Source: an optimization exercise on an open RTL-to-GDS flow (aim: small area). Production flows keep margins and buffers that such runs may drop.
Where RTL was checked, it was by simulation tests only, not by an equivalence proof against the original.
Only the layout flow was run in run 1; the RTL was not checked for function there.
Power is estimated from default activity; no workload was simulated.

==> flow/design.v, too long to show whole: its modules and the start of the top module <==
// module alu_design: 8070 lines
// module c_inv: 3 lines
// module c_nand2: 3 lines
// module c_nor2: 3 lines
// module c_xor2: 3 lines
// module c_xnor2: 3 lines
// module c_aoi21: 3 lines
// module c_oai21: 3 lines
// module c_mux2i: 3 lines
// module c_mux4: 3 lines
module alu_design(clk_i,rst_i,valid_i,ready_o,operand_a,operand_b,operation,result);
  // ...
==> flow/flow/run.sh <==
#!/bin/bash
# Standard layout, except that after the standard synthesis every a21oi_2 is
# swapped for an a21oi_1 (same function and pins, smaller): synthesis picks
# the larger one for each one-gate module it maps on its own, and the
# layout's timing repair upsizes again wherever timing needs it.
set -euo pipefail
bash standard.sh synth > synth.log 2>&1
NET=orfs/results/sky130hd/alu_design/base/1_2_yosys.v
cp $NET 1_2_yosys.orig.v
sed -i 's/\bsky130_fd_sc_hd__a21oi_2\b/sky130_fd_sc_hd__a21oi_1/g' $NET
rm -f orfs/results/sky130hd/alu_design/base/1_synth.odb orfs/results/sky130hd/alu_design/base/1_synth.sdc
bash standard.sh > layout.log 2>&1
==> flow/standard.sh <==
#!/bin/bash
# synth_recipe.tcl (not shown) runs the flow's synth.tcl, then flattens the netlist and writes it again
# the make line also repeats each setting of config.mk as NAME=value (left out here)
make -C /OpenROAD-flow-scripts/flow DESIGN_CONFIG=/design/flow/config.mk WORK_HOME=/design/flow/orfs CLKGATE_MAP_FILE= SYNTH_SCRIPT=/design/flow/synth_recipe.tcl "${@:-finish}"
==> flow/config.mk <==
export PLATFORM = sky130hd
export DESIGN_NAME = alu_design
export DESIGN_NICKNAME = alu_design
export VERILOG_FILES = /design/flow/design.v
export SDC_FILE = /design/flow/constraint.sdc
export NUM_CORES = 4
export LEC_CHECK = 0
export CAP_MARGIN = 20
export CORE_MARGIN = 2
export CORE_UTILIZATION = 60
export PLACE_DENSITY = 0.75
export SETUP_SLACK_MARGIN = -1.5
export SLEW_MARGIN = 20
export SYNTH_HIERARCHICAL = 1
==> flow/constraint.sdc <==
create_clock -name core_clock -period 80.0 [get_ports {clk_i}]
set_input_delay 16.0000 -clock core_clock [delete_from_list [all_inputs] [get_ports {clk_i}]]
set_output_delay 16.0000 -clock core_clock [all_outputs]
set_load 0.01 [all_outputs]
==> results.tsv, run 1 <==
metric	value	unit
nets	4648	
crit_path_start_kind	input port	
r2r-end	result[14]	
largest_register_ffs	32	
largest-register	result	
io_pins	103	
top_regs	result (32), ready_o (1)	
cts_resized	0	
slew_violations	0	
peakVddDrop	0.0000288	V
internal-power	0.000417	W
gr-usage-met1	0.577	
seq_area_frac	0.0241	
pwr-share-seq	0.022	
min_from	result[23]	
tns	0	ps
syn_area	24400	um^2
powerComb	0.00106	W
num_antenna_cells	2	
placed_area	26800	um^2
die_width	206	um
grt.met3_usage	0.0777	
fmax	13.0	MHz
outcome	complete, no violations	
start_util	0.611	
crit_top_cell	o21ai_1	
critPathBufInv	42	
crit_family	compound AO/OA/AOI/OAI gates	
==> run 2: changes to the inputs <==
--- a/flow/design.v
+++ b/flow/design.v
@@ -8052,25 +8052,28 @@
 	assign r0[24] = r0_x24_7880;
 	assign r0[25] = r0_x25_7886;
 	assign r0[26] = r0_x26_7892;
 	assign r0[27] = r0_x27_7898;
 	assign r0[28] = r0_x28_7904;
 	assign r0[29] = r0_x29_7910;
 	assign r0[30] = r0_x30_7916;
 	assign r0[31] = r0_x31_7922;
-	wire [31:0] res = (operation == 3'b011) ? ~qn : (r0 ^ {32{flip}});
+	wire op_div = (operation == 3'b011);
+	wire [31:0] r0x, resn, nxtn, nxt;
+	genvar i;
+	generate for (i = 0; i < 32; i = i + 1) begin : g_out
+		c_xnor2 u_x (.a(r0[i]), .b(flip), .z(r0x[i]));                  
+		c_mux2i u_r (.a0(r0x[i]), .a1(qn[i]), .s(op_div), .z(resn[i]));   
+		c_mux2i u_h (.a0(result[i]), .a1(resn[i]), .s(valid_i), .z(nxtn[i]));
+		c_nor2  u_z (.a(rst_i), .b(nxtn[i]), .z(nxt[i]));
+	end endgenerate
 	always @(posedge clk_i) begin
-		if (rst_i) begin
-			ready_o <= 1'b0;
-			result <= 32'd0;
-		end else begin
-			ready_o <= valid_i;
-			if (valid_i) result <= res;
-		end
+		ready_o <= valid_i & ~rst_i;
+		result <= nxt;
 	end
 endmodule
 module c_inv (input a, output z);
 	assign z = ~a;
 endmodule
 module c_nand2 (input a, input b, output z);
 	assign z = ~(a & b);
 endmodule
==> flow/flow/run.sh (replaced) <==
#!/bin/bash
# Standard layout, except that after the standard synthesis each a21oi_2 and
# mux4_2 is swapped for the _1 cell of the same function and pins: synthesis
# picks the larger one for each one-gate module it maps on its own, and the
# layout's timing repair upsizes again wherever timing needs it.
set -euo pipefail
bash standard.sh synth > synth.log 2>&1
NET=orfs/results/sky130hd/alu_design/base/1_2_yosys.v
cp $NET 1_2_yosys.orig.v
sed -i -e 's/\bsky130_fd_sc_hd__a21oi_2\b/sky130_fd_sc_hd__a21oi_1/g' \
       -e 's/\bsky130_fd_sc_hd__mux4_2\b/sky130_fd_sc_hd__mux4_1/g' $NET
rm -f orfs/results/sky130hd/alu_design/base/1_synth.odb orfs/results/sky130hd/alu_design/base/1_synth.sdc
bash standard.sh > layout.log 2>&1
==> flow/config.mk (replaced) <==
export PLATFORM = sky130hd
export DESIGN_NAME = alu_design
export DESIGN_NICKNAME = alu_design
export VERILOG_FILES = /design/flow/design.v
export SDC_FILE = /design/flow/constraint.sdc
export NUM_CORES = 4
export LEC_CHECK = 0
export CAP_MARGIN = 20
export CORE_MARGIN = 2
export CORE_UTILIZATION = 70
export PLACE_DENSITY = 0.85
export SETUP_SLACK_MARGIN = -1.5
export SLEW_MARGIN = 20
export SYNTH_HIERARCHICAL = 1
==> results.tsv, run 2 <==
metric	value	unit	change
wl	92.4	mm	was 97.4 mm
drcViolationCount	0		unchanged
initialDrtViolationCount	4572		was 4195
cap_violations	0		unchanged
synth_area_per_cell	5.68	um^2	was 5.58 um^2
die_width	190	um	was 206 um
clock_path_buffers	2		unchanged
port_buffers	102		unchanged
die_y	190	um	was 206 um
hold_viol	0		unchanged
ff2ff_path_depth	2		unchanged
outcome	complete, no violations		unchanged
critPathKind	in2reg		unchanged
maxSlewHeadroom	0.291		was 0.216
min_path_type	reg2reg		unchanged
hold_buffers	0		unchanged
cts_made_buffers	5		unchanged
worst_slew_pin_slew	1060	ps	was 1170 ps
cts_root_buf	clkbuf_16		unchanged
vias_per_cell	6.20		was 6.03
num_rows	68		was 73
largest_register_ffs	32		unchanged
cp_slowest_cell	or4_4		was clkdlybuf4s50_1
cts_tree	built		unchanged
grt.total_usage	0.479		was 0.438
io_pins	103		unchanged
cts.clk_slew.worst_paths	60	ps	about the same
cts_sinks	33		unchanged
whs	510	ps	was 477 ps
syn_nets	4346		was 4452
design_power_total	0.00115	W	was 0.00111 W
mostFrequentLayoutCells	nor2_1, nand2_1, xor2_1		unchanged
dieArea	36200	um^2	was 42400 um^2
final_common_cell	nor2_1		unchanged
grt_pass1_vias	26500		was 26100
fmax	12.9	MHz	was 13.0 MHz
drive_above_1_share	0.0507		was 0.0625
grt_pass1_wl	139	mm	was 146 mm
overflow	0		unchanged
dp_hpwl	66.1	mm	was 71.0 mm
syn_area	24300	um^2	was 24400 um^2
routedWlPerCell	18.7	um	was 19.1 um
period_share	0.967		was 0.964
fin_crit	77330	ps	was 77080 ps
top_regs	result (32), ready_o (1)		unchanged
setup_viol	0		unchanged
worstPathRequired	80230	ps	was 80130 ps
peakVddDrop	0.0000630	V	was 0.0000288 V
start_util	0.707		was 0.611
ys_warn_count	7		unchanged
slew_violations	0		unchanged
gp_congestion	1.10		was 1.04
min_path_cells	2		unchanged
num_antenna_cells	0		was 2
grt_max_degree	63		was 66
crit_top_cell	o21ai_1		unchanged
drtAntennaViolNets	0		unchanged
p_leak	12.3	nW	was 12.4 nW
largest-register	result		unchanged
crit_path_start_kind	input port		unchanged
p_per_area	42.0	nW/um^2	was 40.3 nW/um^2
critPathMaxFanout	19		was 31
vias	30700		was 30800
synthCells	4276		was 4382
regToRegSetupSlack	79310	ps	was 79280 ps
antenna_found_initial	2		was 3
cpPeakStageDelay	620	ps	was 670 ps
finClkSkew	0	ps	unchanged
htree_levels	2		unchanged
core-area	34400	um^2	was 40000 um^2
nets	4562		was 4648
arrival	77560	ps	was 77220 ps
insertion_delay	290	ps	was 270 ps
dr.pass1.iters	13		was 7
end_kind	flip-flop		unchanged
syn2layout_area_growth	12.7	%	was 12.3%
==> run 2: layout make-up <==
cell class                      instances  area (um^2)
Tap cell                              455          569
Timing Repair Buffer                  212         1830
Clock inverter                          3         46.3
Clock buffer                            5          125
Fill cell                            2841         7000
Inverter                              188          706
Sequential cell                        33          661
Multi-Input combinational cell       4052        23400
==> run 2: stage by stage <==
| step | utilization | instance area (um^2) | TNS (ps) | setup slack, ps | instances |
|---|---|---|---|---|---|
| 2_1_floorplan | - | 24300 | -37010 | -1170 | 4276 |
| 3_3_place_gp | 0.774 | 26600 | 0 | 1010 | 4921 |
| 3_5_place_dp | 0.774 | 26600 | -47270 | -1860 | 4921 |
| 4_1_cts | 0.779 | 26800 | -33680 | -1430 | 4929 |
| 5_1_grt | 0.796 | 27400 | -49270 | -1850 | 4948 |
| 6_report | 0.796 | 27400 | 0 | 2670 | 4948 |
==> run 2: path summary, 6_finish.rpt <==
kind                                     from         end
worst max-delay path            operand_b[22]  result[19]
worst max register to register     result[13]  result[13]
worst min-delay path                result[7]   result[7]
worst min register to register      result[7]   result[7]
==> run 2: report_power, final <==
| part | total (W) | switching, W | internal [W] |
|---|---|---|---|
| registers | 0.0000256 | 0.00000320 | 0.0000224 |
| logic | 0.00110 | 0.000700 | 0.000399 |
| clock network | 0.0000235 | 0.00000876 | 0.0000148 |
==> run 2: what timing repair did <==
item / in CTS / in global routing
setup endpoints to repair: 16 / 32
cloned: 0 / 3
pin swaps: 0 / 10
setup buffers: 0 / 17
gates resized for setup: 2 / 86
==> run 2: worst max-delay path, delay by kind of cell <==
family                    cells  cell delay, ps
xor gates and xnor gates     34            9180
and+or+nand+nor              72            9330
muxes                         2             530
AOI/OAI and AO/OA           180           36140
buffers and inverters        43            6260
==> run 2: metal layers <==
metal  routed length, um  track usage
met5                  22            0
met4                6640        0.313
met3               12600        0.118
met1               34400        0.583
met2               38700        0.753
==> run 3: changes to the inputs <==
--- a/flow/config.mk
+++ b/flow/config.mk
@@ -8,6 +8,6 @@
 export CAP_MARGIN = 20
 export CORE_MARGIN = 2
-export CORE_UTILIZATION = 70
-export PLACE_DENSITY = 0.85
+export CORE_UTILIZATION = 60
+export PLACE_DENSITY = 0.75
 export SETUP_SLACK_MARGIN = -1.5
 export SLEW_MARGIN = 20
==> results.tsv, run 3 <==
metric	value	unit	change
outcome	complete, no violations		unchanged
period_share	0.960		was 0.967
hold_buffers	0		unchanged
synth_area_per_cell	5.68	um^2	unchanged
syn_nets	4346		unchanged
setup_viol	0		unchanged
tns	0	ps	unchanged
cts_tree	built		unchanged
syn_area	24300	um^2	unchanged
drcViolationCount	0		unchanged
dieArea	42100	um^2	was 36200 um^2
overflow	0		unchanged
num_rows	73		was 68
arrival	77020	ps	was 77560 ps
nets	4575		was 4562
fin_crit	76810	ps	was 77330 ps
finClkSkew	0	ps	unchanged
postLayoutCellArea	27400	um^2	about the same
vias	29600		was 30700
whs	514	ps	was 510 ps
antenna_found_initial	1		was 2
initialDrtViolationCount	3293		was 4572
core-area	39800	um^2	was 34400 um^2
io_pins	103		unchanged
cap_violations	0		unchanged
clock_path_buffers	2		unchanged
routedWlPerCell	18.7	um	about the same
grt_max_degree	63		unchanged
maxSlewHeadroom	0.255		was 0.291
ys_warn_count	7		unchanged
start_util	0.610		was 0.707
cts_made_buffers	5		unchanged
final_common_cell	nor2_1		unchanged
cp_slowest_cell	or4_4		unchanged
utilization	0.688		was 0.796
cpPeakStageDelay	610	ps	was 620 ps
drtAntennaViolNets	0		unchanged
peakVddDrop	0.0000532	V	was 0.0000630 V
placed_area	26800	um^2	was 26600 um^2
insertion_delay	280	ps	was 290 ps
grt.total_usage	0.428		was 0.479
syn2layout_area_growth	12.8	%	was 12.7%
dp_hpwl	68.4	mm	was 66.1 mm
min_path_type	reg2reg		unchanged
end_kind	flip-flop		unchanged
dr.pass1.iters	8		was 13
htree_levels	2		unchanged
die_width	205	um	was 190 um
crit_top_cell	o21ai_1		unchanged
die_y	205	um	was 190 um
drive_above_1_share	0.0484		was 0.0507
regToRegSetupSlack	79280	ps	was 79310 ps
hold_viol	0		unchanged
p_per_area	41.3	nW/um^2	was 42.0 nW/um^2
largest-register	result		unchanged
grt_pass1_wl	142	mm	was 139 mm
vias_per_cell	5.89		was 6.20
fmax	13.0	MHz	was 12.9 MHz
worst_slew_pin_slew	1120	ps	was 1060 ps
critPathKind	in2reg		unchanged
wl	94.1	mm	was 92.4 mm
top_regs	result (32), ready_o (1)		unchanged
critPathMaxFanout	29		was 19
largest_register_ffs	32		unchanged
port_buffers	102		unchanged
worstPathRequired	80220	ps	was 80230 ps
cts_sinks	33		unchanged
grt_pass1_vias	25800		was 26500
crit_path_start_kind	input port		unchanged
cts_root_buf	clkbuf_16		unchanged
gp_congestion	1.07		was 1.10
mostFrequentLayoutCells	nor2_1, nand2_1, xor2_1		unchanged
slew_violations	0		unchanged
cts.clk_slew.worst_paths	60	ps	about the same
synthCells	4276		unchanged
p_leak	12.3	nW	about the same
num_antenna_cells	0		unchanged
[run 3: metal layers]
metal | vias up | GRT usage | share of wire
met1 | 13400 | 0.541 | 0.41
met5 | - | 0 | 0.000074
li1 | 14400 | - | -
met4 | 2 | 0.216 | 0.054
met2 | 1582 | 0.690 | 0.43
met3 | 267 | 0.0860 | 0.11
[run 3: timing repair]
action,in CTS,in global routing
setup buffers,0,20
endpoints found under the setup margin,0,32
endpoints found under the hold margin,0,0
gates resized for setup,0,56
[run 3: worst paths after layout]
kind,startpoint,to,cells past startpoint
worst max register to register,result[12],result[12],2
worst max-delay path,operand_b[22],result[9],331
worst min-delay path,result[28],result[28],2
worst min register to register,result[28],result[28],2
[run 3: final cells by class]
cell class,instances,area (um^2)
sequential,33,661
clock inverter,1,30.0
multi-input combinational,4051,23300
clock buffer,7,143
tap,525,657
timing repair buffer,226,1900
inverter,188,706
fill,3837,12400
[run 3: per-stage QoR]
stage / setup WS [ps] / total power (W) / std cells
2_1_floorplan: -1170 / 0.000825 / 4276
3_3_place_gp: 1280 / 0.00105 / 4999
3_5_place_dp: -944 / 0.00105 / 4999
4_1_cts: -1010 / 0.00108 / 5007
5_1_grt: -1670 / 0.00123 / 5031
6_report: 3190 / 0.00113 / 5031
[run 3: worst max-delay path: cells and delay by family]
family	cells	cell delay [ps]
buffers and inverters	44	6500
AND/OR/NAND/NOR	79	9970
AO/OA/AOI/OAI	172	34830
multiplexers	2	750
XOR/XNOR	34	8710
[run 3: power by group]
group | switching, W | total [W] | internal, W
Clock | 0.00000795 | 0.0000235 | 0.0000156
Sequential | 0.00000388 | 0.0000263 | 0.0000224
Combinational | 0.000683 | 0.00108 | 0.000399
Total | 0.000695 | 0.00113 | 0.000437

[port drivers added, routing unchanged]
No port has a modelled driver above. Below, the same layouts with a new extraction and two added sets of constraints.
Step 1 assumes that a clkbuf_16 drives the clock port and a buf_2 every other input.
Step 2, shift: input delay + t, output delay - t, t = (earliest + latest rising clock arrival at the registers) / 2. This alone moves slack from input paths to output paths.
Three values: ideal, step 1, step 2; two values: the first two.
run	shift t [ns]	setup slack, ns	hold slack, ns	worst register clock-pin slew, ns	cell pins on the clock port's net
run 1	0.314	2.916 / 2.932 / 2.618	0.477 / 0.477 / 0.477	0.06 / 0.06	1
run 2	0.324	2.671 / 2.686 / 2.362	0.510 / 0.510 / 0.510	0.06 / 0.06	1
run 3	0.322	3.193 / 3.211 / 2.889	0.514 / 0.514 / 0.514	0.06 / 0.06	1
After both steps every run listed still meets setup and hold. For run 2, which loses most, drivers alone change the setup slack by +0.015 ns; drivers and shift together by -0.309 ns.
